What follows belongs to an exercise in optimizing a design on an open flow for small area, a short achievable clock period and few clock cycles; a production flow would make more cautious choices. No functional check of the RTL was part of this run.

## flow/flow/run.sh

```bash
#!/bin/bash
set -euo pipefail
bash standard.sh MATCH_CELL_FOOTPRINT=0 'BUFFER_PORTS_ARGS=-buffer_cell sky130_fd_sc_hd__buf_2' finish > standard.log 2>&1
```

## flow/standard.sh

```bash
#!/bin/bash
# synth_recipe.tcl (not shown) runs the flow's synth.tcl, then flattens the netlist and writes it again
# the make line also repeats each setting of config.mk as NAME=value (left out here)
make -C /OpenROAD-flow-scripts/flow DESIGN_CONFIG=/design/flow/config.mk WORK_HOME=/design/flow/orfs CLKGATE_MAP_FILE= SYNTH_SCRIPT=/design/flow/synth_recipe.tcl "${@:-finish}"
```

## flow/config.mk

```make
export PLATFORM = sky130hd
export DESIGN_NAME = goldschmidt_divider_q4_4
export DESIGN_NICKNAME = goldschmidt_divider_q4_4
export VERILOG_FILES = /design/flow/design.v
export SDC_FILE = /design/flow/constraint.sdc
export NUM_CORES = 4
export LEC_CHECK = 0
export ABC_AREA = 1
export CAP_MARGIN = 20
export CORE_MARGIN = 2
export CORE_UTILIZATION = 55
export SETUP_SLACK_MARGIN = 2.0
export SLEW_MARGIN = 20
```

## flow/constraint.sdc

```tcl
create_clock -name core_clock -period 8.0 [get_ports {clk}]
set_input_delay 1.6000 -clock core_clock [delete_from_list [all_inputs] [get_ports {clk}]]
set_output_delay 1.6000 -clock core_clock [all_outputs]
set_load 0.01 [all_outputs]
```

## flow/design.v

```verilog
module goldschmidt_divider_q4_4 (
    input  wire       clk,
    input  wire       rst_n,
    input  wire       start,
    input  wire [7:0] numerator,
    input  wire [7:0] denominator,
    output wire [7:0] quotient,
    output reg        valid,
    output reg        error
);
    reg busy;
    always @(posedge clk or negedge rst_n) begin
        if (!rst_n) begin
            busy  <= 1'b0;
            valid <= 1'b0;
        end else begin
            busy  <= start;
            valid <= busy;
        end
    end
    wire       sgn0 = numerator[7] ^ denominator[7];
    wire [7:0] nr0  = numerator[7]   ? -numerator   : numerator;
    wire [7:0] dr0  = denominator[7] ? -denominator : denominator;
    reg [2:0] p0, cls0;
    always @(*) begin
        casez (dr0)
            8'b1???????: begin p0 = 3'd7; cls0 = dr0[6:4]; end
            8'b01??????: begin p0 = 3'd6; cls0 = dr0[5:3]; end
            8'b001?????: begin p0 = 3'd5; cls0 = dr0[4:2]; end
            8'b0001????: begin p0 = 3'd4; cls0 = dr0[3:1]; end
            8'b00001???: begin p0 = 3'd3; cls0 = dr0[2:0]; end
            8'b000001??: begin p0 = 3'd2; cls0 = {dr0[1:0], 1'b0}; end
            8'b0000001?: begin p0 = 3'd1; cls0 = {dr0[0], 2'b0}; end
            default:     begin p0 = 3'd0; cls0 = 3'd0; end
        endcase
    end
    reg [4:0] bd0, bd1;
    reg [2:0] bd2;
    always @(*) begin
        case ({nr0[2:0], 1'b0})
            4'b0000:          bd0 = 5'b00000;
            4'b0010:          bd0 = 5'b00001;
            4'b0100:          bd0 = 5'b00010;
            4'b0110:          bd0 = 5'b00100;
            4'b1000:          bd0 = 5'b11000;
            4'b1010:          bd0 = 5'b10100;
            4'b1100:          bd0 = 5'b10010;
            default:          bd0 = 5'b10001;
        endcase
        case (nr0[5:2])
            4'b0000, 4'b1111: bd1 = 5'b00000;
            4'b0001, 4'b0010: bd1 = 5'b00001;
            4'b0011, 4'b0100: bd1 = 5'b00010;
            4'b0101, 4'b0110: bd1 = 5'b00100;
            4'b0111:          bd1 = 5'b01000;
            4'b1000:          bd1 = 5'b11000;
            4'b1001, 4'b1010: bd1 = 5'b10100;
            4'b1011, 4'b1100: bd1 = 5'b10010;
            default:          bd1 = 5'b10001;
        endcase
        bd2 = {1'b0, nr0[7] | (nr0[6] & nr0[5]), ~nr0[7] & (nr0[6] ^ nr0[5])};
    end
    wire [12:0] k1a0 = ({13{cls0 == 3'd0}} & 13'd7224) |
        ({13{cls0 == 3'd1}} & 13'd6783) |
        ({13{cls0 == 3'd2}} & 13'd6240) |
        ({13{cls0 == 3'd3}} & 13'd5840) |
        ({13{cls0 == 3'd4}} & 13'd5328) |
        ({13{cls0 == 3'd5}} & 13'd5004) |
        ({13{cls0 == 3'd6}} & 13'd4658) |
        ({13{cls0 == 3'd7}} & 13'd4369);
    wire [14:0] k3a0 = ({15{cls0 == 3'd0}} & 15'd21672) |
        ({15{cls0 == 3'd1}} & 15'd20349) |
        ({15{cls0 == 3'd2}} & 15'd18720) |
        ({15{cls0 == 3'd3}} & 15'd17520) |
        ({15{cls0 == 3'd4}} & 15'd15984) |
        ({15{cls0 == 3'd5}} & 15'd15012) |
        ({15{cls0 == 3'd6}} & 15'd13974) |
        ({15{cls0 == 3'd7}} & 15'd13107);
    wire [7:0] rom0;
    wire rom_n16, rom_n17, rom_n18, rom_n19, rom_n20, rom_n21, rom_n22,
    rom_n23, rom_n24, rom_n25, rom_n26, rom_n27, rom_n28, rom_n29, rom_n30,
    rom_n31, rom_n32, rom_n33, rom_n34, rom_n35, rom_n36, rom_n37, rom_n38,
    rom_n39, rom_n40, rom_n41, rom_n42, rom_n43, rom_n44, rom_n45, rom_n46,
    rom_n47, rom_n48, rom_n49, rom_n50, rom_n51, rom_n52, rom_n53, rom_n54,
    rom_n55, rom_n56, rom_n57, rom_n58, rom_n59, rom_n60, rom_n61, rom_n62,
    rom_n63, rom_n64, rom_n65, rom_n66, rom_n67, rom_n68, rom_n69, rom_n70,
    rom_n71, rom_n72, rom_n73, rom_n74, rom_n75, rom_n76, rom_n77, rom_n78,
    rom_n79, rom_n80, rom_n81, rom_n82, rom_n83, rom_n84, rom_n85, rom_n86,
    rom_n87, rom_n88, rom_n89, rom_n90, rom_n91, rom_n92, rom_n93, rom_n94,
    rom_n95, rom_n96, rom_n97, rom_n98, rom_n99, rom_n100, rom_n102,
    rom_n103, rom_n104, rom_n105, rom_n106, rom_n107, rom_n108, rom_n109,
    rom_n110, rom_n111, rom_n112, rom_n113, rom_n114, rom_n115, rom_n116,
    rom_n117, rom_n118, rom_n119, rom_n120, rom_n121, rom_n122, rom_n123,
    rom_n124, rom_n125, rom_n126, rom_n127, rom_n128, rom_n129, rom_n130,
    rom_n131, rom_n132, rom_n133, rom_n134, rom_n135, rom_n136, rom_n137,
    rom_n138, rom_n139, rom_n140, rom_n141, rom_n142, rom_n143, rom_n144,
    rom_n145, rom_n146, rom_n147, rom_n148, rom_n149, rom_n150, rom_n151,
    rom_n152, rom_n153, rom_n154, rom_n155, rom_n156, rom_n158, rom_n159,
    rom_n160, rom_n161, rom_n162, rom_n163, rom_n164, rom_n165, rom_n166,
    rom_n167, rom_n168, rom_n169, rom_n170, rom_n171, rom_n172, rom_n173,
    rom_n174, rom_n175, rom_n176, rom_n177, rom_n178, rom_n179, rom_n180,
    rom_n181, rom_n182, rom_n183, rom_n184, rom_n185, rom_n187, rom_n188,
    rom_n189, rom_n190, rom_n191, rom_n192, rom_n193, rom_n194, rom_n195,
    rom_n196, rom_n197, rom_n198, rom_n199, rom_n200, rom_n201, rom_n202,
    rom_n203, rom_n204, rom_n205, rom_n206, rom_n207, rom_n208, rom_n209,
    rom_n210, rom_n211, rom_n212, rom_n213, rom_n214, rom_n215, rom_n216,
    rom_n217, rom_n218, rom_n219, rom_n220, rom_n221, rom_n222, rom_n223,
    rom_n224, rom_n225, rom_n226, rom_n227, rom_n228, rom_n230, rom_n231,
    rom_n232, rom_n233, rom_n234, rom_n235, rom_n236, rom_n237, rom_n238,
    rom_n239, rom_n240, rom_n241, rom_n242, rom_n243, rom_n244, rom_n245,
    rom_n246, rom_n247, rom_n248, rom_n249, rom_n251, rom_n252, rom_n253,
    rom_n254, rom_n255, rom_n256, rom_n257, rom_n258, rom_n259, rom_n260,
    rom_n261, rom_n262, rom_n263, rom_n264, rom_n265, rom_n266, rom_n267,
    rom_n269, rom_n270, rom_n271, rom_n272, rom_n273, rom_n274, rom_n275,
    rom_n276, rom_n277, rom_n278, rom_n279, rom_n280, rom_n281, rom_n282,
    rom_n283, rom_n284, rom_n285, rom_n286, rom_n287, rom_n288, rom_n289,
    rom_n290, rom_n291, rom_n293, rom_n294, rom_n295, rom_n296, rom_n297,
    rom_n298, rom_n299, rom_n300, rom_n301, rom_n302, rom_n303, rom_n304,
    rom_n305, rom_n306, rom_n307, rom_n308, rom_n309, rom_n310, rom_n311,
    rom_n312, rom_n313, rom_n314;
    assign rom_n16 = nr0[1] & nr0[4];
    assign rom_n17 = ~nr0[6] & ~rom_n16;
    assign rom_n18 = nr0[6] & rom_n16;
    assign rom_n19 = nr0[5] & ~nr0[6];
    assign rom_n20 = ~nr0[5] & nr0[6];
    assign rom_n21 = ~rom_n19 & ~rom_n20;
    assign rom_n22 = ~rom_n18 & rom_n21;
    assign rom_n23 = ~rom_n17 & rom_n22;
    assign rom_n24 = nr0[2] & rom_n20;
    assign rom_n25 = ~nr0[1] & ~nr0[4];
    assign rom_n26 = nr0[5] & rom_n25;
    assign rom_n27 = ~rom_n24 & ~rom_n26;
    assign rom_n28 = ~rom_n23 & rom_n27;
    assign rom_n29 = nr0[3] & ~rom_n28;
    assign rom_n30 = ~nr0[2] & rom_n20;
    assign rom_n31 = nr0[1] & ~nr0[2];
    assign rom_n32 = rom_n19 & ~rom_n31;
    assign rom_n33 = ~rom_n30 & ~rom_n32;
    assign rom_n34 = nr0[3] & nr0[6];
    assign rom_n35 = ~rom_n16 & rom_n34;
    assign rom_n36 = rom_n16 & rom_n20;
    assign rom_n37 = ~rom_n35 & ~rom_n36;
    assign rom_n38 = ~rom_n16 & ~rom_n20;
    assign rom_n39 = rom_n37 & ~rom_n38;
    assign rom_n40 = ~rom_n33 & rom_n39;
    assign rom_n41 = nr0[1] & ~nr0[6];
    assign rom_n42 = ~nr0[3] & ~rom_n19;
    assign rom_n43 = ~rom_n16 & rom_n42;
    assign rom_n44 = rom_n41 & rom_n43;
    assign rom_n45 = ~nr0[3] & nr0[4];
    assign rom_n46 = nr0[5] & rom_n45;
    assign rom_n47 = ~nr0[1] & ~nr0[2];
    assign rom_n48 = nr0[5] & nr0[6];
    assign rom_n49 = rom_n47 & rom_n48;
    assign rom_n50 = ~rom_n46 & rom_n49;
    assign rom_n51 = nr0[1] & nr0[2];
    assign rom_n52 = ~nr0[3] & ~nr0[6];
    assign rom_n53 = nr0[4] & rom_n52;
    assign rom_n54 = ~rom_n51 & rom_n53;
    assign rom_n55 = rom_n46 & ~rom_n47;
    assign rom_n56 = ~rom_n54 & ~rom_n55;
    assign rom_n57 = ~rom_n50 & rom_n56;
    assign rom_n58 = ~rom_n44 & rom_n57;
    assign rom_n59 = ~rom_n40 & rom_n58;
    assign rom_n60 = ~rom_n29 & rom_n59;
    assign rom_n61 = ~nr0[0] & nr0[1];
    assign rom_n62 = ~nr0[0] & nr0[4];
    assign rom_n63 = ~rom_n19 & rom_n62;
    assign rom_n64 = ~rom_n61 & ~rom_n63;
    assign rom_n65 = ~rom_n18 & ~rom_n64;
    assign rom_n66 = nr0[1] & ~rom_n62;
    assign rom_n67 = ~rom_n20 & ~rom_n41;
    assign rom_n68 = ~rom_n66 & rom_n67;
    assign rom_n69 = nr0[0] & ~nr0[3];
    assign rom_n70 = ~rom_n21 & rom_n69;
    assign rom_n71 = nr0[3] & ~nr0[4];
    assign rom_n72 = rom_n20 & rom_n71;
    assign rom_n73 = ~nr0[0] & ~nr0[5];
    assign rom_n74 = nr0[3] & rom_n73;
    assign rom_n75 = ~rom_n72 & ~rom_n74;
    assign rom_n76 = ~rom_n70 & rom_n75;
    assign rom_n77 = ~rom_n68 & rom_n76;
    assign rom_n78 = nr0[2] & ~rom_n77;
    assign rom_n79 = rom_n19 & rom_n71;
    assign rom_n80 = nr0[0] & nr0[4];
    assign rom_n81 = ~rom_n19 & rom_n80;
    assign rom_n82 = ~nr0[1] & ~rom_n45;
    assign rom_n83 = ~rom_n81 & rom_n82;
    assign rom_n84 = ~rom_n79 & rom_n83;
    assign rom_n85 = rom_n78 & ~rom_n84;
    assign rom_n86 = ~rom_n65 & ~rom_n85;
    assign rom_n87 = nr0[0] & ~nr0[6];
    assign rom_n88 = ~rom_n86 & ~rom_n87;
    assign rom_n89 = ~rom_n60 & rom_n88;
    assign rom_n90 = ~nr0[6] & rom_n85;
    assign rom_n91 = nr0[0] & rom_n60;
    assign rom_n92 = ~rom_n90 & rom_n91;
    assign rom_n93 = ~rom_n89 & ~rom_n92;
    assign rom_n94 = nr0[2] & rom_n19;
    assign rom_n95 = ~rom_n20 & ~rom_n94;
    assign rom_n96 = ~rom_n34 & ~rom_n52;
    assign rom_n97 = ~nr0[2] & rom_n96;
    assign rom_n98 = rom_n95 & ~rom_n97;
    assign rom_n99 = ~nr0[0] & rom_n25;
    assign rom_n100 = ~rom_n98 & rom_n99;
    assign rom0[0] = ~rom_n93 | rom_n100;
    assign rom_n102 = ~rom_n16 & ~rom_n25;
    assign rom_n103 = nr0[5] & rom_n80;
    assign rom_n104 = ~nr0[6] & ~rom_n103;
    assign rom_n105 = rom_n102 & rom_n104;
    assign rom_n106 = ~rom_n85 & rom_n105;
    assign rom_n107 = ~rom_n20 & ~rom_n106;
    assign rom_n108 = ~rom_n93 & rom_n107;
    assign rom_n109 = nr0[4] & ~rom_n108;
    assign rom_n110 = rom_n19 & rom_n47;
    assign rom_n111 = nr0[2] & nr0[6];
    assign rom_n112 = ~rom_n20 & ~rom_n111;
    assign rom_n113 = nr0[1] & ~nr0[5];
    assign rom_n114 = ~rom_n112 & ~rom_n113;
    assign rom_n115 = ~rom_n110 & ~rom_n114;
    assign rom_n116 = rom_n69 & ~rom_n115;
    assign rom_n117 = ~nr0[2] & ~nr0[5];
    assign rom_n118 = nr0[0] & ~nr0[1];
    assign rom_n119 = ~rom_n61 & ~rom_n118;
    assign rom_n120 = rom_n117 & rom_n119;
    assign rom_n121 = rom_n34 & ~rom_n118;
    assign rom_n122 = rom_n112 & rom_n121;
    assign rom_n123 = ~rom_n120 & ~rom_n122;
    assign rom_n124 = ~nr0[3] & rom_n61;
    assign rom_n125 = rom_n20 & rom_n124;
    assign rom_n126 = rom_n51 & rom_n74;
    assign rom_n127 = ~rom_n125 & ~rom_n126;
    assign rom_n128 = rom_n123 & rom_n127;
    assign rom_n129 = ~nr0[3] & rom_n118;
    assign rom_n130 = ~rom_n61 & rom_n94;
    assign rom_n131 = ~rom_n129 & rom_n130;
    assign rom_n132 = ~nr0[0] & nr0[5];
    assign rom_n133 = rom_n31 & rom_n132;
    assign rom_n134 = nr0[2] & rom_n118;
    assign rom_n135 = rom_n21 & rom_n134;
    assign rom_n136 = ~rom_n133 & ~rom_n135;
    assign rom_n137 = ~rom_n131 & rom_n136;
    assign rom_n138 = rom_n128 & rom_n137;
    assign rom_n139 = ~rom_n116 & rom_n138;
    assign rom_n140 = rom_n109 & rom_n139;
    assign rom_n141 = ~nr0[1] & nr0[4];
    assign rom_n142 = nr0[4] & ~nr0[5];
    assign rom_n143 = ~rom_n45 & ~rom_n142;
    assign rom_n144 = rom_n141 & rom_n143;
    assign rom_n145 = rom_n87 & rom_n144;
    assign rom_n146 = rom_n37 & ~rom_n145;
    assign rom_n147 = rom_n16 & ~rom_n78;
    assign rom_n148 = ~rom_n146 & ~rom_n147;
    assign rom_n149 = ~nr0[0] & ~rom_n37;
    assign rom_n150 = ~nr0[2] & ~rom_n149;
    assign rom_n151 = ~rom_n148 & ~rom_n150;
    assign rom_n152 = ~nr0[3] & ~nr0[5];
    assign rom_n153 = ~rom_n151 & rom_n152;
    assign rom_n154 = ~rom_n108 & rom_n153;
    assign rom_n155 = ~rom_n109 & ~rom_n139;
    assign rom_n156 = ~rom_n154 & ~rom_n155;
    assign rom0[1] = ~rom_n140 & rom_n156;
    assign rom_n158 = ~nr0[3] & rom_n25;
    assign rom_n159 = rom_n132 & rom_n158;
    assign rom_n160 = nr0[3] & rom_n25;
    assign rom_n161 = rom_n21 & rom_n160;
    assign rom_n162 = rom_n20 & rom_n118;
    assign rom_n163 = ~rom_n161 & ~rom_n162;
    assign rom_n164 = ~rom_n159 & rom_n163;
    assign rom_n165 = ~rom_n145 & rom_n164;
    assign rom_n166 = ~nr0[2] & ~rom_n165;
    assign rom_n167 = rom_n17 & ~rom_n46;
    assign rom_n168 = ~rom_n96 & ~rom_n167;
    assign rom_n169 = ~nr0[5] & ~nr0[6];
    assign rom_n170 = rom_n158 & rom_n169;
    assign rom_n171 = ~rom_n168 & ~rom_n170;
    assign rom_n172 = rom_n98 & rom_n142;
    assign rom_n173 = rom_n171 & rom_n172;
    assign rom_n174 = ~rom_n85 & ~rom_n173;
    assign rom_n175 = ~rom_n166 & rom_n174;
    assign rom_n176 = ~rom_n51 & rom0[1];
    assign rom_n177 = ~nr0[2] & rom_n25;
    assign rom_n178 = ~rom_n24 & ~rom_n177;
    assign rom_n179 = rom_n43 & rom_n178;
    assign rom_n180 = ~rom_n176 & rom_n179;
    assign rom_n181 = rom_n175 & ~rom_n180;
    assign rom_n182 = rom_n19 & rom_n31;
    assign rom_n183 = ~rom_n155 & rom_n182;
    assign rom_n184 = rom_n30 & rom_n62;
    assign rom_n185 = ~rom_n183 & ~rom_n184;
    assign rom0[2] = ~rom_n181 | ~rom_n185;
    assign rom_n187 = rom_n20 & ~rom_n181;
    assign rom_n188 = rom_n45 & ~rom_n168;
    assign rom_n189 = ~nr0[2] & ~rom_n80;
    assign rom_n190 = rom_n119 & rom_n189;
    assign rom_n191 = nr0[2] & nr0[4];
    assign rom_n192 = ~nr0[5] & ~rom_n191;
    assign rom_n193 = ~rom_n190 & ~rom_n192;
    assign rom_n194 = ~nr0[3] & nr0[6];
    assign rom_n195 = ~nr0[4] & ~rom_n194;
    assign rom_n196 = ~rom_n160 & rom_n195;
    assign rom_n197 = rom_n193 & rom_n196;
    assign rom_n198 = ~rom_n188 & ~rom_n197;
    assign rom_n199 = nr0[6] & rom_n193;
    assign rom_n200 = nr0[3] & ~rom_n199;
    assign rom_n201 = nr0[5] & rom_n66;
    assign rom_n202 = rom_n104 & ~rom_n201;
    assign rom_n203 = ~rom_n85 & ~rom_n202;
    assign rom_n204 = ~nr0[1] & rom_n73;
    assign rom_n205 = ~nr0[0] & rom_n85;
    assign rom_n206 = ~rom_n204 & ~rom_n205;
    assign rom_n207 = ~rom_n203 & rom_n206;
    assign rom_n208 = rom_n200 & ~rom_n207;
    assign rom_n209 = ~rom_n198 & ~rom_n208;
    assign rom_n210 = nr0[4] & rom_n33;
    assign rom_n211 = nr0[3] & ~rom_n210;
    assign rom_n212 = ~rom_n197 & rom_n211;
    assign rom_n213 = ~rom_n166 & rom_n212;
    assign rom_n214 = ~rom_n209 & ~rom_n213;
    assign rom_n215 = ~rom_n187 & rom_n214;
    assign rom_n216 = rom_n30 & rom_n45;
    assign rom_n217 = ~nr0[0] & ~rom_n72;
    assign rom_n218 = ~rom_n216 & rom_n217;
    assign rom_n219 = ~rom_n215 & ~rom_n218;
    assign rom_n220 = rom_n42 & ~rom_n195;
    assign rom_n221 = rom0[0] & rom_n220;
    assign rom_n222 = ~nr0[0] & ~rom_n221;
    assign rom_n223 = rom_n215 & rom_n222;
    assign rom_n224 = ~rom_n219 & ~rom_n223;
    assign rom_n225 = rom_n16 & ~rom_n21;
    assign rom_n226 = nr0[0] & ~rom_n38;
    assign rom_n227 = ~rom_n225 & rom_n226;
    assign rom_n228 = ~rom_n214 & rom_n227;
    assign rom0[3] = rom_n224 | rom_n228;
    assign rom_n230 = nr0[2] & ~nr0[4];
    assign rom_n231 = ~rom_n151 & ~rom_n230;
    assign rom_n232 = nr0[0] & rom_n48;
    assign rom_n233 = ~nr0[6] & ~rom_n71;
    assign rom_n234 = ~rom_n141 & rom_n233;
    assign rom_n235 = ~rom_n232 & ~rom_n234;
    assign rom_n236 = ~rom_n131 & ~rom_n235;
    assign rom_n237 = ~rom_n224 & rom_n236;
    assign rom_n238 = ~rom_n166 & ~rom_n224;
    assign rom_n239 = ~rom_n52 & ~rom_n113;
    assign rom_n240 = rom_n102 & rom_n239;
    assign rom_n241 = rom_n171 & ~rom_n240;
    assign rom_n242 = ~rom_n238 & rom_n241;
    assign rom_n243 = ~rom_n237 & ~rom_n242;
    assign rom_n244 = ~rom_n231 & ~rom_n243;
    assign rom_n245 = ~nr0[2] & nr0[4];
    assign rom_n246 = ~rom_n146 & rom_n245;
    assign rom_n247 = ~rom0[1] & rom_n246;
    assign rom_n248 = rom_n231 & ~rom_n247;
    assign rom_n249 = rom_n243 & rom_n248;
    assign rom0[4] = rom_n244 | rom_n249;
    assign rom_n251 = rom_n169 & rom_n177;
    assign rom_n252 = ~rom_n111 & ~rom_n251;
    assign rom_n253 = ~nr0[0] & ~rom_n252;
    assign rom_n254 = rom_n52 & rom_n189;
    assign rom_n255 = ~nr0[5] & rom_n158;
    assign rom_n256 = ~rom_n144 & ~rom_n255;
    assign rom_n257 = ~rom_n254 & rom_n256;
    assign rom_n258 = ~rom_n253 & ~rom_n257;
    assign rom_n259 = nr0[5] & ~rom_n102;
    assign rom_n260 = ~rom_n80 & ~rom_n259;
    assign rom_n261 = rom0[1] & ~rom_n260;
    assign rom_n262 = ~rom_n192 & rom_n194;
    assign rom_n263 = ~rom_n261 & rom_n262;
    assign rom_n264 = ~rom_n173 & ~rom_n208;
    assign rom_n265 = ~rom_n263 & rom_n264;
    assign rom_n266 = nr0[4] & rom_n204;
    assign rom_n267 = ~rom_n265 & ~rom_n266;
    assign rom0[5] = rom_n258 | rom_n267;
    assign rom_n269 = nr0[0] & nr0[2];
    assign rom_n270 = ~nr0[0] & ~nr0[2];
    assign rom_n271 = rom_n20 & ~rom_n270;
    assign rom_n272 = ~rom_n269 & rom_n271;
    assign rom_n273 = rom_n16 & ~rom_n272;
    assign rom_n274 = ~rom_n237 & rom_n273;
    assign rom_n275 = ~nr0[1] & nr0[5];
    assign rom_n276 = ~rom_n191 & rom_n275;
    assign rom_n277 = ~rom_n93 & rom_n276;
    assign rom_n278 = rom_n21 & ~rom_n117;
    assign rom_n279 = ~rom_n69 & ~rom_n278;
    assign rom_n280 = rom_n69 & rom_n95;
    assign rom_n281 = rom_n25 & ~rom_n280;
    assign rom_n282 = ~rom_n279 & rom_n281;
    assign rom_n283 = ~rom_n277 & ~rom_n282;
    assign rom_n284 = ~rom_n274 & rom_n283;
    assign rom_n285 = ~rom_n200 & ~rom_n284;
    assign rom_n286 = nr0[1] & ~rom_n142;
    assign rom_n287 = nr0[6] & ~rom_n286;
    assign rom_n288 = ~rom_n20 & rom_n286;
    assign rom_n289 = ~rom_n287 & ~rom_n288;
    assign rom_n290 = ~rom_n265 & rom_n289;
    assign rom_n291 = ~rom_n106 & ~rom_n290;
    assign rom0[6] = rom_n285 | ~rom_n291;
    assign rom_n293 = ~nr0[1] & rom_n175;
    assign rom_n294 = nr0[0] & ~rom_n293;
    assign rom_n295 = rom_n175 & rom_n200;
    assign rom_n296 = ~rom_n294 & ~rom_n295;
    assign rom_n297 = ~rom_n277 & rom_n296;
    assign rom_n298 = rom_n106 & rom_n208;
    assign rom_n299 = ~nr0[1] & rom_n34;
    assign rom_n300 = rom_n143 & ~rom_n299;
    assign rom_n301 = nr0[2] & ~rom_n45;
    assign rom_n302 = ~rom_n300 & ~rom_n301;
    assign rom_n303 = ~rom_n72 & ~rom_n302;
    assign rom_n304 = ~rom_n298 & rom_n303;
    assign rom_n305 = ~rom_n297 & rom_n304;
    assign rom_n306 = nr0[1] & rom_n34;
    assign rom_n307 = ~rom_n141 & ~rom_n306;
    assign rom_n308 = rom0[2] & rom_n307;
    assign rom_n309 = ~nr0[0] & ~rom_n308;
    assign rom_n310 = ~rom_n305 & ~rom_n309;
    assign rom_n311 = rom_n47 & rom_n52;
    assign rom_n312 = rom_n300 & ~rom_n311;
    assign rom_n313 = ~rom_n208 & rom_n312;
    assign rom_n314 = rom_n309 & rom_n313;
    assign rom0[7] = rom_n310 | rom_n314;
    wire dz0   = (denominator == 8'd0);
    wire eq0   = (nr0 == dr0);
    wire d160  = (dr0 == 8'h10) & nr0[7];
    wire d1280 = (denominator == 8'h80);
    wire usesp0 = dz0 | eq0 | d160 | d1280;
    reg [7:0] spec0;
    always @(*) begin
        if (dz0)       spec0 = 8'h00;
        else if (eq0)  spec0 = 8'h10;
        else if (d160) spec0 = 8'h80;
        else           spec0 = rom0;
    end
    wire [4:0] bz0 = bd0 & {5{~usesp0}}, bz1 = bd1 & {5{~usesp0}};
    wire [1:0] bz2 = bd2[1:0] & {2{~usesp0}};
    wire       bsa0 = bz0[4], bsa1 = bz1[4];
    wire [4:1] bma0 = bz0[3:0], bma1 = bz1[3:0];
    wire [4:1] bma2 = {2'b00, bz2};
    wire ppa0_0 = (bsa0 ^ ((bma0[1] & k1a0[0]) | (bma0[3] & k3a0[0])));
    wire ppa0_1 = (bsa0 ^ ((bma0[1] & k1a0[1]) | (bma0[2] & k1a0[0]) | (bma0[3] & k3a0[1])));
    wire ppa0_2 = (bsa0 ^ ((bma0[1] & k1a0[2]) | (bma0[2] & k1a0[1]) | (bma0[3] & k3a0[2]) | (bma0[4] & k1a0[0])));
    wire ppa0_3 = (bsa0 ^ ((bma0[1] & k1a0[3]) | (bma0[2] & k1a0[2]) | (bma0[3] & k3a0[3]) | (bma0[4] & k1a0[1])));
    wire ppa0_4 = (bsa0 ^ ((bma0[1] & k1a0[4]) | (bma0[2] & k1a0[3]) | (bma0[3] & k3a0[4]) | (bma0[4] & k1a0[2])));
    wire ppa0_5 = (bsa0 ^ ((bma0[1] & k1a0[5]) | (bma0[2] & k1a0[4]) | (bma0[3] & k3a0[5]) | (bma0[4] & k1a0[3])));
    wire ppa0_6 = (bsa0 ^ ((bma0[1] & k1a0[6]) | (bma0[2] & k1a0[5]) | (bma0[3] & k3a0[6]) | (bma0[4] & k1a0[4])));
    wire ppa0_7 = (bsa0 ^ ((bma0[1] & k1a0[7]) | (bma0[2] & k1a0[6]) | (bma0[3] & k3a0[7]) | (bma0[4] & k1a0[5])));
    wire ppa0_8 = (bsa0 ^ ((bma0[1] & k1a0[8]) | (bma0[2] & k1a0[7]) | (bma0[3] & k3a0[8]) | (bma0[4] & k1a0[6])));
    wire ppa0_9 = (bsa0 ^ ((bma0[1] & k1a0[9]) | (bma0[2] & k1a0[8]) | (bma0[3] & k3a0[9]) | (bma0[4] & k1a0[7])));
    wire ppa0_10 = (bsa0 ^ ((bma0[1] & k1a0[10]) | (bma0[2] & k1a0[9]) | (bma0[3] & k3a0[10]) | (bma0[4] & k1a0[8])));
    wire ppa0_11 = (bsa0 ^ ((bma0[1] & k1a0[11]) | (bma0[2] & k1a0[10]) | (bma0[3] & k3a0[11]) | (bma0[4] & k1a0[9])));
    wire ppa0_12 = (bsa0 ^ ((bma0[1] & k1a0[12]) | (bma0[2] & k1a0[11]) | (bma0[3] & k3a0[12]) | (bma0[4] & k1a0[10])));
    wire ppa0_13 = (bsa0 ^ ((bma0[2] & k1a0[12]) | (bma0[3] & k3a0[13]) | (bma0[4] & k1a0[11])));
    wire ppa0_14 = (bsa0 ^ ((bma0[3] & k3a0[14]) | (bma0[4] & k1a0[12])));
    wire [14:0] ppa0 = {ppa0_14, ppa0_13, ppa0_12, ppa0_11, ppa0_10, ppa0_9, ppa0_8, ppa0_7, ppa0_6, ppa0_5, ppa0_4, ppa0_3, ppa0_2, ppa0_1, ppa0_0};
    wire ppa1_0 = (bsa1 ^ ((bma1[1] & k1a0[0]) | (bma1[3] & k3a0[0])));
    wire ppa1_1 = (bsa1 ^ ((bma1[1] & k1a0[1]) | (bma1[2] & k1a0[0]) | (bma1[3] & k3a0[1])));
    wire ppa1_2 = (bsa1 ^ ((bma1[1] & k1a0[2]) | (bma1[2] & k1a0[1]) | (bma1[3] & k3a0[2]) | (bma1[4] & k1a0[0])));
    wire ppa1_3 = (bsa1 ^ ((bma1[1] & k1a0[3]) | (bma1[2] & k1a0[2]) | (bma1[3] & k3a0[3]) | (bma1[4] & k1a0[1])));
    wire ppa1_4 = (bsa1 ^ ((bma1[1] & k1a0[4]) | (bma1[2] & k1a0[3]) | (bma1[3] & k3a0[4]) | (bma1[4] & k1a0[2])));
    wire ppa1_5 = (bsa1 ^ ((bma1[1] & k1a0[5]) | (bma1[2] & k1a0[4]) | (bma1[3] & k3a0[5]) | (bma1[4] & k1a0[3])));
    wire ppa1_6 = (bsa1 ^ ((bma1[1] & k1a0[6]) | (bma1[2] & k1a0[5]) | (bma1[3] & k3a0[6]) | (bma1[4] & k1a0[4])));
    wire ppa1_7 = (bsa1 ^ ((bma1[1] & k1a0[7]) | (bma1[2] & k1a0[6]) | (bma1[3] & k3a0[7]) | (bma1[4] & k1a0[5])));
    wire ppa1_8 = (bsa1 ^ ((bma1[1] & k1a0[8]) | (bma1[2] & k1a0[7]) | (bma1[3] & k3a0[8]) | (bma1[4] & k1a0[6])));
    wire ppa1_9 = (bsa1 ^ ((bma1[1] & k1a0[9]) | (bma1[2] & k1a0[8]) | (bma1[3] & k3a0[9]) | (bma1[4] & k1a0[7])));
    wire ppa1_10 = (bsa1 ^ ((bma1[1] & k1a0[10]) | (bma1[2] & k1a0[9]) | (bma1[3] & k3a0[10]) | (bma1[4] & k1a0[8])));
    wire ppa1_11 = (bsa1 ^ ((bma1[1] & k1a0[11]) | (bma1[2] & k1a0[10]) | (bma1[3] & k3a0[11]) | (bma1[4] & k1a0[9])));
    wire ppa1_12 = (bsa1 ^ ((bma1[1] & k1a0[12]) | (bma1[2] & k1a0[11]) | (bma1[3] & k3a0[12]) | (bma1[4] & k1a0[10])));
    wire ppa1_13 = (bsa1 ^ ((bma1[2] & k1a0[12]) | (bma1[3] & k3a0[13]) | (bma1[4] & k1a0[11])));
    wire ppa1_14 = (bsa1 ^ ((bma1[3] & k3a0[14]) | (bma1[4] & k1a0[12])));
    wire [14:0] ppa1 = {ppa1_14, ppa1_13, ppa1_12, ppa1_11, ppa1_10, ppa1_9, ppa1_8, ppa1_7, ppa1_6, ppa1_5, ppa1_4, ppa1_3, ppa1_2, ppa1_1, ppa1_0};
    wire ppa2_0 = ((bma2[1] & k1a0[0]));
    wire ppa2_1 = ((bma2[1] & k1a0[1]) | (bma2[2] & k1a0[0]));
    wire ppa2_2 = ((bma2[1] & k1a0[2]) | (bma2[2] & k1a0[1]));
    wire ppa2_3 = ((bma2[1] & k1a0[3]) | (bma2[2] & k1a0[2]));
    wire ppa2_4 = ((bma2[1] & k1a0[4]) | (bma2[2] & k1a0[3]));
    wire ppa2_5 = ((bma2[1] & k1a0[5]) | (bma2[2] & k1a0[4]));
    wire ppa2_6 = ((bma2[1] & k1a0[6]) | (bma2[2] & k1a0[5]));
    wire ppa2_7 = ((bma2[1] & k1a0[7]) | (bma2[2] & k1a0[6]));
    wire ppa2_8 = ((bma2[1] & k1a0[8]) | (bma2[2] & k1a0[7]));
    wire ppa2_9 = ((bma2[1] & k1a0[9]) | (bma2[2] & k1a0[8]));
    wire ppa2_10 = ((bma2[1] & k1a0[10]) | (bma2[2] & k1a0[9]));
    wire ppa2_11 = ((bma2[1] & k1a0[11]) | (bma2[2] & k1a0[10]));
    wire ppa2_12 = ((bma2[1] & k1a0[12]) | (bma2[2] & k1a0[11]));
    wire ppa2_13 = ((bma2[2] & k1a0[12]));
    wire [13:0] ppa2 = {ppa2_13, ppa2_12, ppa2_11, ppa2_10, ppa2_9, ppa2_8, ppa2_7, ppa2_6, ppa2_5, ppa2_4, ppa2_3, ppa2_2, ppa2_1, ppa2_0};
    reg [14:0] pp0, pp1;
    reg [13:0] pp2;
    reg        bs0, bs1;
    reg [2:0]  pa, cls;
    reg        sgna, dza, usespa;
    always @(posedge clk) begin
        pp0    <= ppa0;
        pp1    <= ppa1;
        pp2    <= ppa2 | {3'd0, spec0 & {8{usesp0}}, 3'd0};
        bs0    <= bsa0;
        bs1    <= bsa1;
        pa     <= p0;
        cls    <= cls0;
        sgna   <= sgn0;
        dza    <= dz0;
        usespa <= usesp0;
    end
    wire m1_1;
    wire m1_2;
    wire m1_3;
    wire m1_4;
    wire m1_5;
    wire m1_6;
    wire m1_7;
    wire m1_8;
    wire m1_9;
    wire m1_10;
    wire m1_11;
    wire m1_12;
    wire m1_13;
    wire m1_14;
    wire m1_15;
    wire m1_16;
    wire m1_17;
    wire m1_18;
    wire m1_19;
    wire m1_20;
    wire m1_21;
    wire m1_22;
    wire m1_23;
    wire m1_24;
    wire m1_25;
    wire m1_26;
    wire m1_27;
    wire m1_28;
    wire m1_29;
    wire m1_30;
    wire m1_31;
    wire m1_32;
    wire m1_33;
    wire m1_34;
    assign m1_1 = bs1 ^ pp0[3];
    assign m1_2 = bs1 & pp0[3];
    assign m1_3 = pp0[4] ^ pp1[1];
    assign m1_4 = pp0[4] & pp1[1];
    assign m1_5 = pp0[5] ^ pp1[2];
    assign m1_6 = pp0[5] & pp1[2];
    assign m1_7 = pp0[6] ^ pp1[3] ^ pp2[0];
    assign m1_8 = (pp0[6] & pp1[3]) | (pp0[6] & pp2[0]) | (pp1[3] & pp2[0]);
    assign m1_9 = pp0[7] ^ pp1[4] ^ pp2[1];
    assign m1_10 = (pp0[7] & pp1[4]) | (pp0[7] & pp2[1]) | (pp1[4] & pp2[1]);
    assign m1_11 = pp0[8] ^ pp1[5] ^ pp2[2];
    assign m1_12 = (pp0[8] & pp1[5]) | (pp0[8] & pp2[2]) | (pp1[5] & pp2[2]);
    assign m1_13 = pp0[9] ^ pp1[6] ^ pp2[3];
    assign m1_14 = (pp0[9] & pp1[6]) | (pp0[9] & pp2[3]) | (pp1[6] & pp2[3]);
    assign m1_15 = pp0[10] ^ pp1[7] ^ pp2[4];
    assign m1_16 = (pp0[10] & pp1[7]) | (pp0[10] & pp2[4]) | (pp1[7] & pp2[4]);
    assign m1_17 = pp0[11] ^ pp1[8] ^ pp2[5];
    assign m1_18 = (pp0[11] & pp1[8]) | (pp0[11] & pp2[5]) | (pp1[8] & pp2[5]);
    assign m1_19 = pp0[12] ^ pp1[9] ^ pp2[6];
    assign m1_20 = (pp0[12] & pp1[9]) | (pp0[12] & pp2[6]) | (pp1[9] & pp2[6]);
    assign m1_21 = pp0[13] ^ pp1[10] ^ pp2[7];
    assign m1_22 = (pp0[13] & pp1[10]) | (pp0[13] & pp2[7]) | (pp1[10] & pp2[7]);
    assign m1_23 = pp0[14] ^ pp1[11] ^ pp2[8];
    assign m1_24 = (pp0[14] & pp1[11]) | (pp0[14] & pp2[8]) | (pp1[11] & pp2[8]);
    assign m1_25 = bs0 ^ pp1[12] ^ pp2[9];
    assign m1_26 = (bs0 & pp1[12]) | (bs0 & pp2[9]) | (pp1[12] & pp2[9]);
    assign m1_27 = bs0 ^ pp1[13] ^ pp2[10];
    assign m1_28 = (bs0 & pp1[13]) | (bs0 & pp2[10]) | (pp1[13] & pp2[10]);
    assign m1_29 = bs0 ^ pp1[14] ^ pp2[11];
    assign m1_30 = (bs0 & pp1[14]) | (bs0 & pp2[11]) | (pp1[14] & pp2[11]);
    assign m1_31 = ~bs0 ^ ~bs1 ^ pp2[12];
    assign m1_32 = (~bs0 & ~bs1) | (~bs0 & pp2[12]) | (~bs1 & pp2[12]);
    assign m1_33 = 1'b1 ^ pp2[13];
    assign m1_34 = 1'b1 & pp2[13];
    wire [19:0] x_a = {m1_33, m1_31, m1_29, m1_27, m1_25, m1_23, m1_21, m1_19, m1_17, m1_15, m1_13, m1_11, m1_9, m1_7, m1_5, m1_3, m1_1, pp0[2], pp0[1], bs0};
    wire [19:0] x_b = {m1_32, m1_30, m1_28, m1_26, m1_24, m1_22, m1_20, m1_18, m1_16, m1_14, m1_12, m1_10, m1_8, m1_6, m1_4, m1_2, pp1[0], 1'b0, 1'b0, pp0[0]};
    wire [19:0] x  = x_a + x_b;
    wire [11:0] n2 = x[19:8];
    wire [1:0] s3 = ({2{cls == 3'd1}} & 2'd1) |
        ({2{cls == 3'd2}} & 2'd2) |
        ({2{cls == 3'd3}} & 2'd2) |
        ({2{cls == 3'd4}} & 2'd2) |
        ({2{cls == 3'd5}} & 2'd2) |
        ({2{cls == 3'd6}} & 2'd2) |
        ({2{cls == 3'd7}} & 2'd2);
    wire [1:0] es = ({2{cls == 3'd0}} & 2'd1) |
        ({2{cls == 3'd2}} & 2'd2) |
        ({2{cls == 3'd4}} & 2'd1);
    wire [2:0] e1 = ({3{cls == 3'd0}} & 3'd1) |
        ({3{cls == 3'd1}} & 3'd4) |
        ({3{cls == 3'd2}} & 3'd7) |
        ({3{cls == 3'd3}} & 3'd2) |
        ({3{cls == 3'd4}} & 3'd1) |
        ({3{cls == 3'd7}} & 3'd1);
    wire [2:0] e2 = ({3{cls == 3'd0}} & 3'd4) |
        ({3{cls == 3'd1}} & 3'd1) |
        ({3{cls == 3'd3}} & 3'd1) |
        ({3{cls == 3'd4}} & 3'd2) |
        ({3{cls == 3'd5}} & 3'd1) |
        ({3{cls == 3'd6}} & 3'd1);
    wire [19:0] c2t = ({20{cls == 3'd0}} & 20'd1040385) |
        ({20{cls == 3'd2}} & 20'd1015812) |
        ({20{cls == 3'd4}} & 20'd1040385);
    wire [19:0] c2 = c2t & {20{~usespa}};
    wire es_0 = es[0] & ~usespa, es_1 = es[1] & ~usespa;
    wire e1_0 = e1[0] & ~usespa, e1_1 = e1[1] & ~usespa, e1_2 = e1[2] & ~usespa;
    wire e2_0 = e2[0] & ~usespa, e2_1 = e2[1] & ~usespa, e2_2 = e2[2] & ~usespa;
    wire m2_1;
    wire m2_2;
    wire m2_3;
    wire m2_4;
    wire m2_5;
    wire m2_6;
    wire m2_7;
    wire m2_8;
    wire m2_9;
    wire m2_10;
    wire m2_11;
    wire m2_12;
    wire m2_13;
    wire m2_14;
    wire m2_15;
    wire m2_16;
    wire m2_17;
    wire m2_18;
    wire m2_19;
    wire m2_20;
    wire m2_21;
    wire m2_22;
    wire m2_23;
    wire m2_24;
    wire m2_25;
    wire m2_26;
    wire m2_27;
    wire m2_28;
    wire m2_29;
    wire m2_30;
    wire m2_31;
    wire m2_32;
    wire m2_33;
    wire m2_34;
    wire m2_35;
    wire m2_36;
    wire m2_37;
    wire m2_38;
    wire m2_39;
    wire m2_40;
    wire m2_41;
    wire m2_42;
    wire m2_43;
    wire m2_44;
    wire m2_45;
    wire m2_46;
    wire m2_47;
    wire m2_48;
    wire m2_49;
    wire m2_50;
    wire m2_51;
    wire m2_52;
    wire m2_53;
    wire m2_54;
    assign m2_1 = n2[0] ^ (es_0 ^ ((e1_0 & n2[8]) | (e2_0 & n2[7])));
    assign m2_2 = n2[0] & (es_0 ^ ((e1_0 & n2[8]) | (e2_0 & n2[7])));
    assign m2_3 = n2[1] ^ (es_0 ^ ((e1_0 & n2[9]) | (e2_0 & n2[8]))) ^ (es_1 ^ ((e1_1 & n2[7]) | (e2_1 & n2[6])));
    assign m2_4 = (n2[1] & (es_0 ^ ((e1_0 & n2[9]) | (e2_0 & n2[8])))) | (n2[1] & (es_1 ^ ((e1_1 & n2[7]) | (e2_1 & n2[6])))) | ((es_0 ^ ((e1_0 & n2[9]) | (e2_0 & n2[8]))) & (es_1 ^ ((e1_1 & n2[7]) | (e2_1 & n2[6]))));
    assign m2_5 = n2[2] ^ (es_0 ^ ((e1_0 & n2[10]) | (e2_0 & n2[9]))) ^ (es_1 ^ ((e1_1 & n2[8]) | (e2_1 & n2[7])));
    assign m2_6 = (n2[2] & (es_0 ^ ((e1_0 & n2[10]) | (e2_0 & n2[9])))) | (n2[2] & (es_1 ^ ((e1_1 & n2[8]) | (e2_1 & n2[7])))) | ((es_0 ^ ((e1_0 & n2[10]) | (e2_0 & n2[9]))) & (es_1 ^ ((e1_1 & n2[8]) | (e2_1 & n2[7]))));
    assign m2_7 = n2[3] ^ (es_0 ^ ((e1_0 & n2[11]) | (e2_0 & n2[10]))) ^ (es_1 ^ ((e1_1 & n2[9]) | (e2_1 & n2[8])));
    assign m2_8 = (n2[3] & (es_0 ^ ((e1_0 & n2[11]) | (e2_0 & n2[10])))) | (n2[3] & (es_1 ^ ((e1_1 & n2[9]) | (e2_1 & n2[8])))) | ((es_0 ^ ((e1_0 & n2[11]) | (e2_0 & n2[10]))) & (es_1 ^ ((e1_1 & n2[9]) | (e2_1 & n2[8]))));
    assign m2_9 = n2[4] ^ (es_0 ^ ((e2_0 & n2[11]))) ^ (es_1 ^ ((e1_1 & n2[10]) | (e2_1 & n2[9])));
    assign m2_10 = (n2[4] & (es_0 ^ ((e2_0 & n2[11])))) | (n2[4] & (es_1 ^ ((e1_1 & n2[10]) | (e2_1 & n2[9])))) | ((es_0 ^ ((e2_0 & n2[11]))) & (es_1 ^ ((e1_1 & n2[10]) | (e2_1 & n2[9]))));
    assign m2_11 = n2[5] ^ c2[13] ^ (es_1 ^ ((e1_1 & n2[11]) | (e2_1 & n2[10])));
    assign m2_12 = (n2[5] & c2[13]) | (n2[5] & (es_1 ^ ((e1_1 & n2[11]) | (e2_1 & n2[10])))) | (c2[13] & (es_1 ^ ((e1_1 & n2[11]) | (e2_1 & n2[10]))));
    assign m2_13 = n2[6] ^ c2[14] ^ (es_1 ^ ((e2_1 & n2[11])));
    assign m2_14 = (n2[6] & c2[14]) | (n2[6] & (es_1 ^ ((e2_1 & n2[11])))) | (c2[14] & (es_1 ^ ((e2_1 & n2[11]))));
    assign m2_15 = n2[7] ^ c2[15];
    assign m2_16 = n2[7] & c2[15];
    assign m2_17 = n2[8] ^ c2[16];
    assign m2_18 = n2[8] & c2[16];
    assign m2_19 = c2[2] ^ (es_0 ^ ((e1_0 & n2[2]) | (e2_0 & n2[1])));
    assign m2_20 = c2[2] & (es_0 ^ ((e1_0 & n2[2]) | (e2_0 & n2[1])));
    assign m2_21 = (es_0 ^ ((e1_0 & n2[3]) | (e2_0 & n2[2]))) ^ (es_1 ^ ((e1_1 & n2[1]) | (e2_1 & n2[0])));
    assign m2_22 = (es_0 ^ ((e1_0 & n2[3]) | (e2_0 & n2[2]))) & (es_1 ^ ((e1_1 & n2[1]) | (e2_1 & n2[0])));
    assign m2_23 = (es_0 ^ ((e1_0 & n2[4]) | (e2_0 & n2[3]))) ^ (es_1 ^ ((e1_1 & n2[2]) | (e2_1 & n2[1]))) ^ ((e1_2 & n2[0]));
    assign m2_24 = ((es_0 ^ ((e1_0 & n2[4]) | (e2_0 & n2[3]))) & (es_1 ^ ((e1_1 & n2[2]) | (e2_1 & n2[1])))) | ((es_0 ^ ((e1_0 & n2[4]) | (e2_0 & n2[3]))) & ((e1_2 & n2[0]))) | ((es_1 ^ ((e1_1 & n2[2]) | (e2_1 & n2[1]))) & ((e1_2 & n2[0])));
    assign m2_25 = (es_0 ^ ((e1_0 & n2[5]) | (e2_0 & n2[4]))) ^ (es_1 ^ ((e1_1 & n2[3]) | (e2_1 & n2[2]))) ^ ((e1_2 & n2[1]) | (e2_2 & n2[0]));
    assign m2_26 = ((es_0 ^ ((e1_0 & n2[5]) | (e2_0 & n2[4]))) & (es_1 ^ ((e1_1 & n2[3]) | (e2_1 & n2[2])))) | ((es_0 ^ ((e1_0 & n2[5]) | (e2_0 & n2[4]))) & ((e1_2 & n2[1]) | (e2_2 & n2[0]))) | ((es_1 ^ ((e1_1 & n2[3]) | (e2_1 & n2[2]))) & ((e1_2 & n2[1]) | (e2_2 & n2[0])));
    assign m2_27 = (es_0 ^ ((e1_0 & n2[6]) | (e2_0 & n2[5]))) ^ (es_1 ^ ((e1_1 & n2[4]) | (e2_1 & n2[3]))) ^ ((e1_2 & n2[2]) | (e2_2 & n2[1]));
    assign m2_28 = ((es_0 ^ ((e1_0 & n2[6]) | (e2_0 & n2[5]))) & (es_1 ^ ((e1_1 & n2[4]) | (e2_1 & n2[3])))) | ((es_0 ^ ((e1_0 & n2[6]) | (e2_0 & n2[5]))) & ((e1_2 & n2[2]) | (e2_2 & n2[1]))) | ((es_1 ^ ((e1_1 & n2[4]) | (e2_1 & n2[3]))) & ((e1_2 & n2[2]) | (e2_2 & n2[1])));
    assign m2_29 = (es_0 ^ ((e1_0 & n2[7]) | (e2_0 & n2[6]))) ^ (es_1 ^ ((e1_1 & n2[5]) | (e2_1 & n2[4]))) ^ ((e1_2 & n2[3]) | (e2_2 & n2[2]));
    assign m2_30 = ((es_0 ^ ((e1_0 & n2[7]) | (e2_0 & n2[6]))) & (es_1 ^ ((e1_1 & n2[5]) | (e2_1 & n2[4])))) | ((es_0 ^ ((e1_0 & n2[7]) | (e2_0 & n2[6]))) & ((e1_2 & n2[3]) | (e2_2 & n2[2]))) | ((es_1 ^ ((e1_1 & n2[5]) | (e2_1 & n2[4]))) & ((e1_2 & n2[3]) | (e2_2 & n2[2])));
    assign m2_31 = (es_1 ^ ((e1_1 & n2[6]) | (e2_1 & n2[5]))) ^ ((e1_2 & n2[4]) | (e2_2 & n2[3])) ^ m2_1;
    assign m2_32 = ((es_1 ^ ((e1_1 & n2[6]) | (e2_1 & n2[5]))) & ((e1_2 & n2[4]) | (e2_2 & n2[3]))) | ((es_1 ^ ((e1_1 & n2[6]) | (e2_1 & n2[5]))) & m2_1) | (((e1_2 & n2[4]) | (e2_2 & n2[3])) & m2_1);
    assign m2_33 = ((e1_2 & n2[5]) | (e2_2 & n2[4])) ^ m2_2 ^ m2_3;
    assign m2_34 = (((e1_2 & n2[5]) | (e2_2 & n2[4])) & m2_2) | (((e1_2 & n2[5]) | (e2_2 & n2[4])) & m2_3) | (m2_2 & m2_3);
    assign m2_35 = ((e1_2 & n2[6]) | (e2_2 & n2[5])) ^ m2_4 ^ m2_5;
    assign m2_36 = (((e1_2 & n2[6]) | (e2_2 & n2[5])) & m2_4) | (((e1_2 & n2[6]) | (e2_2 & n2[5])) & m2_5) | (m2_4 & m2_5);
    assign m2_37 = ((e1_2 & n2[7]) | (e2_2 & n2[6])) ^ m2_6 ^ m2_7;
    assign m2_38 = (((e1_2 & n2[7]) | (e2_2 & n2[6])) & m2_6) | (((e1_2 & n2[7]) | (e2_2 & n2[6])) & m2_7) | (m2_6 & m2_7);
    assign m2_39 = ((e1_2 & n2[8]) | (e2_2 & n2[7])) ^ m2_8 ^ m2_9;
    assign m2_40 = (((e1_2 & n2[8]) | (e2_2 & n2[7])) & m2_8) | (((e1_2 & n2[8]) | (e2_2 & n2[7])) & m2_9) | (m2_8 & m2_9);
    assign m2_41 = ((e1_2 & n2[9]) | (e2_2 & n2[8])) ^ m2_10 ^ m2_11;
    assign m2_42 = (((e1_2 & n2[9]) | (e2_2 & n2[8])) & m2_10) | (((e1_2 & n2[9]) | (e2_2 & n2[8])) & m2_11) | (m2_10 & m2_11);
    assign m2_43 = ((e1_2 & n2[10]) | (e2_2 & n2[9])) ^ m2_12 ^ m2_13;
    assign m2_44 = (((e1_2 & n2[10]) | (e2_2 & n2[9])) & m2_12) | (((e1_2 & n2[10]) | (e2_2 & n2[9])) & m2_13) | (m2_12 & m2_13);
    assign m2_45 = m2_15 ^ ((e1_2 & n2[11]) | (e2_2 & n2[10])) ^ m2_14;
    assign m2_46 = (m2_15 & ((e1_2 & n2[11]) | (e2_2 & n2[10]))) | (m2_15 & m2_14) | (((e1_2 & n2[11]) | (e2_2 & n2[10])) & m2_14);
    assign m2_47 = m2_16 ^ m2_17 ^ ((e2_2 & n2[11]));
    assign m2_48 = (m2_16 & m2_17) | (m2_16 & ((e2_2 & n2[11]))) | (m2_17 & ((e2_2 & n2[11])));
    assign m2_49 = n2[9] ^ c2[17] ^ m2_18;
    assign m2_50 = (n2[9] & c2[17]) | (n2[9] & m2_18) | (c2[17] & m2_18);
    assign m2_51 = n2[10] ^ c2[18];
    assign m2_52 = n2[10] & c2[18];
    assign m2_53 = n2[11] ^ c2[19];
    assign m2_54 = n2[11] & c2[19];
    wire [19:0] y_a = {m2_53, m2_51, m2_49, m2_47, m2_45, m2_43, m2_41, m2_39, m2_37, m2_35, m2_33, m2_31, m2_29, m2_27, m2_25, m2_23, m2_21, m2_19, (es_0 ^ ((e1_0 & n2[1]) | (e2_0 & n2[0]))), c2[0]};
    wire [19:0] y_b = {m2_52, m2_50, m2_48, m2_46, m2_44, m2_42, m2_40, m2_38, m2_36, m2_34, m2_32, m2_30, m2_28, m2_26, m2_24, m2_22, m2_20, (es_1 ^ ((e1_1 & n2[0]))), 1'b0, (es_0 ^ ((e1_0 & n2[0])))};
    wire [19:0] y  = y_a + y_b;
    reg [11:0] n3;
    reg        sg;
    reg [2:0]  pb;
    reg [1:0]  sb;
    always @(posedge clk) begin
        n3    <= y[19:8];
        pb    <= usespa ? 3'd0 : pa;
        sb    <= usespa ? 2'd3 : s3;
        sg    <= sgna;
        error <= dza;
    end
    wire [5:0]  n3s = (sb == 2'd0) ? n3[11:6] :
                      (sb == 2'd1) ? {1'b0, n3[11:7]} :
                      (sb == 2'd2) ? {2'b0, n3[11:8]} : 6'd0;
    wire [12:0] n4  = {1'b0, n3} + {7'd0, n3s};
    wire [6:0]  ph = 7'd1 << pb;
    wire [8:0]  t = ({9{ph[0]}} & n4[8:0])  | ({9{ph[1]}} & n4[9:1])  |
                    ({9{ph[2]}} & n4[10:2]) | ({9{ph[3]}} & n4[11:3]) |
                    ({9{ph[4]}} & n4[12:4]) | ({9{ph[5]}} & {1'b0, n4[12:5]}) |
                    ({9{ph[6]}} & {2'b0, n4[12:6]});
    assign quotient = (t[8:1] ^ {8{sg}}) + {7'd0, t[0] ^ sg};
endmodule
```

==> results.toml <==
[sta]
max_freq_mhz = 172
worstMarginPinSlew_ns = 1.03
hold_slack_ns = 0.333
timing.final.hold_violations = 0
worst_slack_ns = 2.17
rsz0062_at_grt = "yes"
fin_crit_sh_pct = 72.9
skew_ns = 0.00719
final.setup.tns_ns = 0
drv_slew = 0
setup_viol = 0
maxSlewHeadroom_pct = 30.9
min_period_ns = 5.83

[clock_network]
tritoncts = "done"
htree_num_levels = 3
numCtsBuffers = 9
cts.sinks = 76
clk_pin_slew_ns = 0.06
cts-root-buf = "clkbuf_16"
insertion_delay_ns = 0.33
clockBufferDepth = 2

[logic_synthesis]
async_flop_share_pct = 2.63
syn_nets = 1415
synth_warnings = 1
synth-edff-count = 0
avgSynthCellArea_um2 = 6.70
yosysSeqAreaShare_pct = 17.5
synth-seq-cells = 76
syn_area_um2 = 8730
synth_cell_types = 55
ys_dominant_reg_cell = "dfxtp_1"
syn_inst = 1303

[critical_path]
crit_path_max_incr_delay_ns = 0.50
crit_fanout = 5
critPathKind = "flip-flop to flip-flop"
required_ns = 8.26
rr_startpoint = "pp1[1]"
endpoint_kind = "flip-flop"
rr_endpoint = "n3[7]"
cp_slowest_cell = "fa_1"
r2r_slack_ns = 2.17
reg2regPathDepth = 39
worstPathArrival_ns = 6.09
crit_end = "n3[7]"
cpMostUsedCell = "nand2_2"
start_kind = "flip-flop"
crit_start = "pp1[1]"

[final_layout]
drive_gt1_share_pct = 14.0
fin_area_um2 = 9720
antenna_cells = 0
area_delta_synth_final_pct = 11.3
final_nets = 1450
mostFrequentLayoutCell = "nand2_1"
final_cell_mix = "258 x nand2_1, 185 x inv_1, 113 x nor2_1"
final_cells = 1559
final.fill_count = 1565
final_core_util_pct = 61.9

[global_routing]
antenna_found_initial = 0
grt_first_pass_wirelength_mm = 40.2
grt_overflow = 0
grt_max_degree = 22
grt_usage_pct = 29.7
grt_pass1_vias = 8224

[place]
dp_slack_ns = 1.75
port-buffer-count = 28
dp.cells = 1532
placed_cell_area_um2 = 9080
dp_hpwl_mm = 19.7
gp_congestion = 1.02

[route]
wirelength_mm = 25.2
wl_per_cell_um = 16.2
dr.pass1.iters = 7
drtIter0Drc = 664
viasPerCell = 5.72
postRouteAntennaNets = 0
via_count = 8918
drc_errors = 0

[die]
io-pin-count = 29
rows = 46
die_h_um = 130
die_area_um2 = 16900
initial_core_util_pct = 55.6
core_um2 = 15700
fp.dieW_um = 130

[worst_hold_path]
hold_path_class = "flip-flop to flip-flop"

[flow_run]
drv_cap = 0

[outcome]
status = "timing/DRC/antenna clean"
-- cell type report --
| type | instances | area, µm² | area share [%] |
|---|---|---|---|
| clock buffer | 9 | 225 | 2.32 |
| clock inverter | 7 | 81.3 | 0.837 |
| inverter | 224 | 851 | 8.75 |
| multi-input combinational | 984 | 6500 | 66.9 |
| sequential | 76 | 1540 | 15.8 |
| tap | 216 | 270 | 2.78 |
| timing repair buffer | 43 | 253 | 2.60 |
-- state kept, by name, summed over array words and instances, names as in the netlist, 2 cells and up --
name  cells
pp1      15
n3       12
cls       3
sb        2
pp0      15
pa        3
pb        3
pp2      14
-- logic make-up (layout without fill, tap and decap cells) --
| group | after synthesis | count (layout) | synth area share, % |
|---|---|---|---|
| buf+inv | 243 | 283 | 10.7 |
| fa+ha+maj | 93 | 93 | 16.2 |
| xor+xnor | 92 | 92 | 9.31 |
| flops | 76 | 76 | 17.5 |
| simple gates | 546 | 546 | 27.6 |
| compound gates | 253 | 253 | 18.7 |
-- Yosys cell counts, types with 5 or more instances --
master	number	area, µm²
clkbuf_1	8	30.0
nand3_1	66	330
nand4_1	13	81.3
clkinv_1	5	18.8
a22oi_1	14	105
nor2_2	9	56.3
nor2_1	117	439
o221ai_1	17	149
o211ai_1	18	135
a21o_1	5	37.5
a31oi_1	5	31.3
fa_1	33	661
a221oi_1	5	43.8
a211oi_1	6	45.0
nor3_1	24	120
o21ai_1	9	45.0
o22ai_1	48	300
o2111ai_1	12	105
dfxtp_1	74	1480
a21oi_1	58	290
xnor2_1	10	87.6
nand2_2	9	56.3
inv_2	29	109
xor2_1	81	709
nand2_1	274	1030
o21ai_0	42	210
or2_2	8	50.1
inv_1	189	709
ha_1	60	751
buf_2	6	30.0
-- worst max-delay path, delay by kind of cell, from the launching register on --
family | cells | cell delay (ns)
adders and majority gates | 5 | 1.79
and+or+nand+nor | 21 | 1.57
AOI/OAI and AO/OA | 8 | 1.54
buffers and inverters | 4 | 0.40
DFF | 1 | 0.32
xor gates and xnor gates | 1 | 0.12
-- what timing repair did --
action / 4_1_cts / 5_1_grt
gates resized for setup: 6 / 56
buffers inserted: 1 / 10
pin swaps: 1 / 37
hold buffers: 0 / 0
setup endpoints to repair: 3 / 15
-- how the worst min path moves through the flow --
| stage | slack [ns] | from | to | depth (start not counted) |
|---|---|---|---|---|
| finish | 0.33 | dza | error | 0 |
| CTS | 0.34 | sgna | sg | 0 |
| global placement | 0.31 | dza | error | 0 |
| floorplan | 0.31 | dza | error | 0 |
| global route | 0.34 | sgna | sg | 0 |
| detailed placement | 0.32 | sgna | sg | 0 |
-- layer usage --
metal	up-vias	track usage, %	routed length, µm
met2	350	50.0	12200
met1	4096	39.4	10900
li1	4414	-	-
met3	58	4.35	1590
met5	-	0	0
met4	0	9.17	518

[separate check: timing with driven ports]
How much do the figures lean on ideal ports? The routed layout below was timed once more, with nothing changed but the port constraints.
Step 1, drivers: a clkbuf_16 drives clk and a buf_2 each remaining input, both assumed.
Step 2 adds t to the input delays and takes it off the output delays; t is the mean of the earliest and latest rising clock arrival at the registers after step 1. Input paths then give back, and output paths get back, about the clock's delay inside the block.
Slacks: no drivers / after step 1 / after step 2; pairs: no drivers / after step 1.
t (ns): 0.374
slack for setup (ns): 2.170 / 2.170 / 2.166
worst hold slack (ns): 0.333 / 0.333 / 0.333
worst setup path at the end: input to register
worst data-port slew with drivers (ns): 0.03
After both steps setup and hold are still met in this run. For this run, drivers alone change the setup slack by 0.000 ns; drivers and shift together by -0.004 ns.
